Source: an optimization exercise on an open RTL-to-GDS flow (aim: small area). Production flows keep margins and buffers that such runs may drop. RTL that was checked went through simulation tests only; none was proved equivalent to the original. No activity file was given, so power comes from the tool's default toggle rates.

== the reference run ==
// Shift_filter
module Shift_filter
				(
				i_clk,
				i_arst_n,
				i_filter,
				i_fop_fin,
				o_filter
				);
For scale: roughly 570 cells after synthesis, roughly 45 I/O pins.
clock: 7.0 ns
lec_check: 0
abc_area: 1
cap_margin: 0
core_margin: 2
core_utilization: 65
cts_buf_list: sky130_fd_sc_hd__clkbuf_16
cts_cluster_diameter: 60
cts_cluster_size: 36
place_density: 0.8
slew_margin: 0
standard.sh (not shown) runs the stock make flow with config.mk's settings and CLKGATE_MAP_FILE= SYNTH_SCRIPT=/design/flow/synth_recipe.tcl, a recipe that flattens the netlist after the stock synthesis.
==> flow/flow/run.sh <==
#!/bin/bash
# The standard layout (the standard.sh), with two changes to how it is made:
#  - Yosys's ABC step maps with an area-oriented script (flow/abc_area.script)
#    in place of ORFS's abc_area.script, in a copy of ORFS's scripts folder;
#  - the port buffers are plain buf_1 cells.
set -euo pipefail
rm -rf scripts_local
cp -r "$FLOW_HOME/scripts" scripts_local
cp flow/abc_area.script scripts_local/abc_area.script
bash standard.sh "SCRIPTS_DIR=$PWD/scripts_local" \
	"BUFFER_PORTS_ARGS=-buffer_cell sky130_fd_sc_hd__buf_1" finish > standard_flow.log 2>&1
==> flow/flow/abc_area.script <==
&get -n
&st
&dch
&nf -R 1000
&put
Inputs modified between the reference run and the trial run:
Settings: swapping 36 for 20 in CTS_CLUSTER_SIZE; swapping sky130_fd_sc_hd__clkbuf_16 for sky130_fd_sc_hd__clkbuf_8 in CTS_BUF_LIST; swapping 60 for 50 in CTS_CLUSTER_DIAMETER.
[summary]
The final layout from the trial run, which completed every stage, passed the timing, design-rule and antenna checks at the end of the flow.
Per the final summary, the reference run finished and its layout is clean on timing, DRC and antenna.
On clock group share of total power: between the trial run and the reference run, it ends up lower for the trial run.
Delta(minimum period implied by the final worst setup slack, the trial run - the reference run) > 0
Delta (the trial run minus the reference run): global router's overall resource usage moved down; fraction of layout instances using a drive strength above 1 moved up; count of input and output buffers level.
No functional check of the RTL was part of any run of this note.

## job 5928
Shift_filter, a different RTL version from the one above (not shown whole).
For scale: roughly 760 cells after synthesis, ~260 flip-flops, roughly 45 I/O pins, ~8700 um2 of cells after synthesis.
export LEC_CHECK = 0
export ABC_AREA = 1
export CAP_MARGIN = 20
export CORE_MARGIN = 2
export CORE_UTILIZATION = 40
export CTS_BUF_LIST = sky130_fd_sc_hd__clkbuf_4
export SLEW_MARGIN = 20
create_clock -name core_clock -period 7.0 [get_ports {i_clk}]
run.sh (not shown) runs the stock make flow with config.mk's settings and CLKGATE_MAP_FILE= SYNTH_SCRIPT=/design/flow/synth_recipe.tcl, a recipe that flattens the netlist after the stock synthesis.
Stock flow here: none of the scripts above is used.
Job 5928 finished every stage and its layout cleared the timing, design-rule and antenna checks.
Edits applied to the flow inputs when going from job 5928 to job 2826:
# job 5928
export LEC_CHECK = 0
export ABC_AREA = 1
export CAP_MARGIN = 20
export CORE_MARGIN = 2
export CORE_UTILIZATION = 40
export CTS_BUF_LIST = sky130_fd_sc_hd__clkbuf_4
export SLEW_MARGIN = 20
create_clock -name core_clock -period 7.0 [get_ports {i_clk}]
# job 2826
export LEC_CHECK = 0
export ABC_AREA = 1
export CAP_MARGIN = 20
export CORE_MARGIN = 2
export CORE_UTILIZATION = 40
export CTS_BUF_LIST = sky130_fd_sc_hd__clkbuf_16
export CTS_CLUSTER_DIAMETER = 80
export CTS_CLUSTER_SIZE = 30
export SLEW_MARGIN = 20
create_clock -name core_clock -period 7.0 [get_ports {i_clk}]
==> flow/flow/run.sh (new file) <==
#!/bin/bash
# The standard layout (the standard.sh), with two changes to how it is made:
#  - Yosys's ABC step maps with an area-oriented script (flow/abc_area.script)
#    in place of ORFS's abc_area.script, in a copy of ORFS's scripts folder;
#  - the port buffers are plain buf_1 cells.
set -euo pipefail
rm -rf scripts_local
cp -r "$FLOW_HOME/scripts" scripts_local
cp flow/abc_area.script scripts_local/abc_area.script
bash standard.sh "SCRIPTS_DIR=$PWD/scripts_local" \
	"BUFFER_PORTS_ARGS=-buffer_cell sky130_fd_sc_hd__buf_1" finish > standard_flow.log 2>&1
==> flow/flow/abc_area.script (new file) <==
&get -n
&st
&dch
&nf -R 1000
&put
==> flow/standard.sh (new file) <==
#!/bin/bash
# synth_recipe.tcl (not shown) runs the flow's synth.tcl, then flattens the netlist and writes it again
# the make line also repeats each setting of config.mk as NAME=value (left out here)
make -C /OpenROAD-flow-scripts/flow DESIGN_CONFIG=/design/flow/config.mk WORK_HOME=/design/flow/orfs CLKGATE_MAP_FILE= SYNTH_SCRIPT=/design/flow/synth_recipe.tcl "${@:-finish}"
removed: flow/run.sh
Findings:
Job 5928 consumes more power than job 2826.
Against job 5928 as the reference, job 2826 delivers a higher worst hold margin.
Cell with the biggest individual delay on the critical path: sky130_fd_sc_hd__fa_1 -> job 5928, sky130_fd_sc_hd__a21oi_1 -> job 2826
Diff job 5928 and job 2826: critical-path maximum fanout lower in job 2826
Relative to job 5928, the sequential share of layout area of job 2826 is higher by 5.0 points.
Route | job 2826 vs job 5928 | wire longer in job 2826
Final critical-path required period, job 5928 and job 2826: smaller value in job 5928
Per the comparison of job 2826 with job 5928, delay of the slowest cell on the worst path up 0.02 ns, transition time of the tightest slew-check pin up 0.20 ns, fraction of the core area covered by cells at the end of the flow down 2.3 points, setup slack down 0.29 ns, die boundary width down 3.5 um.
> inputs changed (job 2826 -> job 764)
# job 2826
export LEC_CHECK = 0
export ABC_AREA = 1
export CAP_MARGIN = 20
export CORE_MARGIN = 2
export CORE_UTILIZATION = 40
export CTS_BUF_LIST = sky130_fd_sc_hd__clkbuf_16
export CTS_CLUSTER_DIAMETER = 80
export CTS_CLUSTER_SIZE = 30
export SLEW_MARGIN = 20
create_clock -name core_clock -period 7.0 [get_ports {i_clk}]
# job 764
export LEC_CHECK = 0
export ABC_AREA = 1
export CAP_MARGIN = 20
export CORE_MARGIN = 2
export CORE_UTILIZATION = 40
export SLEW_MARGIN = 20
create_clock -name core_clock -period 7.0 [get_ports {i_clk}]
==> flow/run.sh (new file) <==
#!/bin/bash
# synth_recipe.tcl (not shown) runs the flow's synth.tcl, then flattens the netlist and writes it again
# the make line also repeats each setting of config.mk as NAME=value (left out here)
make -C /OpenROAD-flow-scripts/flow DESIGN_CONFIG=/design/flow/config.mk WORK_HOME=/design/flow/orfs CLKGATE_MAP_FILE= SYNTH_SCRIPT=/design/flow/synth_recipe.tcl finish
removed: flow/flow/run.sh
removed: flow/flow/abc_area.script
removed: flow/standard.sh
[summary]
Final instance area (job 764 vs. job 2826) increases by a little under 10%
Clock transition at the registers of the reported paths: lower on job 764
Where power after layout is concerned, job 2826 is better than job 764.
Job 764 vs. job 2826: global-route usage now sits lower; signal arrival time at the worst endpoint now sits lower.
> inputs changed (job 764 -> job 6167)
# job 764
export LEC_CHECK = 0
export ABC_AREA = 1
export CAP_MARGIN = 20
export CORE_MARGIN = 2
export CORE_UTILIZATION = 40
export SLEW_MARGIN = 20
create_clock -name core_clock -period 7.0 [get_ports {i_clk}]
# job 6167
export LEC_CHECK = 0
export ABC_AREA = 1
export CAP_MARGIN = 20
export CORE_MARGIN = 2
export CORE_UTILIZATION = 40
export CTS_BUF_LIST = sky130_fd_sc_hd__clkbuf_16
export CTS_CLUSTER_DIAMETER = 80
export CTS_CLUSTER_SIZE = 30
export SLEW_MARGIN = 20
create_clock -name core_clock -period 7.0 [get_ports {i_clk}]
==> run summary <==
Number of vias per cell delta for job 6167 relative to job 764: about 0.34% lower
In the flow results for job 764 and job 6167, the final cell area excluding filler cells is larger on job 764.
Slew at the pin with the worst max-slew slack came out lower on job 6167 than on job 764.
Flip-flop and latch area: job 6167 vs job 764 identical
In terms of met1 layer usage reported by global route, job 6167 and job 764 differ only marginally.
Job 6167 against job 764; global-route wire length before repair is down by a few percent.
Count of buffer and inverter cells on the critical path: job 6167 vs job 764 identical
Side by side, met3 track demand over resource in global routing turned out lower in job 6167 than in job 764.
Function was not checked in any run of this note: the RTL went through the layout flow alone.

## garnet
Another version of the RTL of Shift_filter (not shown whole).
For scale: about 540 cells after synthesis, ~45 I/O pins, ~8100 um2 of cells after synthesis.
==> flow/config.mk <==
export PLATFORM = sky130hd
export DESIGN_NAME = Shift_filter
export DESIGN_NICKNAME = Shift_filter
export VERILOG_FILES = /design/flow/design.v
export SDC_FILE = /design/flow/constraint.sdc
export NUM_CORES = 4
export LEC_CHECK = 0
export ABC_AREA = 1
export CAP_MARGIN = 0
export CORE_MARGIN = 2
export CORE_UTILIZATION = 65
export PLACE_DENSITY = 0.8
export SLEW_MARGIN = 0
==> flow/constraint.sdc <==
create_clock -name core_clock -period 7.0 [get_ports {i_clk}]
set_input_delay 1.4000 -clock core_clock [delete_from_list [all_inputs] [get_ports {i_clk}]]
set_output_delay 1.4000 -clock core_clock [all_outputs]
set_load 0.01 [all_outputs]
standard.sh (not shown) runs the stock make flow with config.mk's settings and CLKGATE_MAP_FILE= SYNTH_SCRIPT=/design/flow/synth_recipe.tcl, a recipe that flattens the netlist after the stock synthesis.
==> flow/flow/run.sh <==
#!/bin/bash
# The standard layout (the standard.sh), with these changes to how it is made:
#  - Yosys's ABC step maps with an area-oriented script (flow/abc_area.script)
#    in place of ORFS's abc_area.script, in a copy of ORFS's scripts folder;
#  - in that copy, right after the full adders are mapped, flow/fa_polarity.py
#    picks for each full adder the polarity (a full adder is self-dual) that
#    leaves the fewest inverters between adders and flip-flops;
#  - the port buffers are plain buf_1 cells;
#  - clock tree synthesis runs with the options in flow/cts_args.
set -euo pipefail
rm -rf scripts_local
cp -r "$FLOW_HOME/scripts" scripts_local
cp flow/abc_area.script scripts_local/abc_area.script
python3 - scripts_local/synth.tcl <<'PY'
import sys
p = sys.argv[1]
s = open(p).read()
anchor = "# Technology mapping of latches"
hook = """# Full adders in the cheaper of their two polarities (flow/fa_polarity.py)
write_json $::env(RESULTS_DIR)/fa_polarity_in.json
puts [exec python3 $::env(FA_POLARITY_PY) $::env(RESULTS_DIR)/fa_polarity_in.json $::env(RESULTS_DIR)/fa_polarity_out.json]
design -reset
read_json $::env(RESULTS_DIR)/fa_polarity_out.json
hierarchy -top $::env(DESIGN_NAME)
opt_clean

"""
assert s.count(anchor) == 1
open(p, "w").write(s.replace(anchor, hook + anchor))
PY
export FA_POLARITY_PY="$PWD/flow/fa_polarity.py"
bash standard.sh "SCRIPTS_DIR=$PWD/scripts_local" \
	"BUFFER_PORTS_ARGS=-buffer_cell sky130_fd_sc_hd__buf_1" \
	"CTS_ARGS=$(cat flow/cts_args)" finish > standard_flow.log 2>&1
==> flow/flow/cts_args <==
-sink_clustering_enable -repair_clock_nets -sink_clustering_size 30 -sink_clustering_max_diameter 80 -buf_list sky130_fd_sc_hd__clkbuf_16 -dont_use_dummy_load
Other scripts of this flow, unchanged in this note and not shown: flow/flow/abc_area.script, flow/flow/fa_polarity.py
The inputs of willow differ from those of garnet as listed below.
==> flow/flow/cts_args <==
-sink_clustering_enable -repair_clock_nets -sink_clustering_size 40 -sink_clustering_max_diameter 60 -buf_list sky130_fd_sc_hd__clkbuf_16 -dont_use_dummy_load
Findings:
Endpoint required time on the critical path | willow below garnet
Summary of willow over garnet: top achievable clock speed about even; count of clock buffers in the final design rose 2.

what the ideal ports hide:
No port has a modelled driver above. Below, the same layouts with a new extraction and two added sets of constraints.
Step 1: set_driving_cell puts a clkbuf_16 on i_clk and a buf_2 on each other input, an assumption about the parent block.
Step 2 moves the port delays by t, midway between the first and last clock arrival at a register: inputs arrive t later, outputs are due t later. That takes back most of the time a late clock gives input paths.
a / b / c = ideal / step 1 / step 2; a / b = the first two.
run | t, ns | setup WS [ns] | worst setup path after step 2
the reference run | 0.517 | 0.751 / 0.751 / 0.751 | register to register
the trial run | 0.549 | 0.713 / 0.713 / 0.713 | register to register
job 5928 | 0.701 | 0.889 / 0.889 / 0.889 | register to register
job 2826 | 0.506 | 0.595 / 0.595 / 0.595 | register to register
job 764 | 0.546 | 0.849 / 0.849 / 0.849 | register to register
job 6167 | 0.524 | 0.863 / 0.863 / 0.863 | register to register
garnet | 0.494 | 0.612 / 0.612 / 0.612 | register to register
willow | 0.500 | 0.609 / 0.609 / 0.609 | register to register
After both steps setup and hold are still met in every run listed.
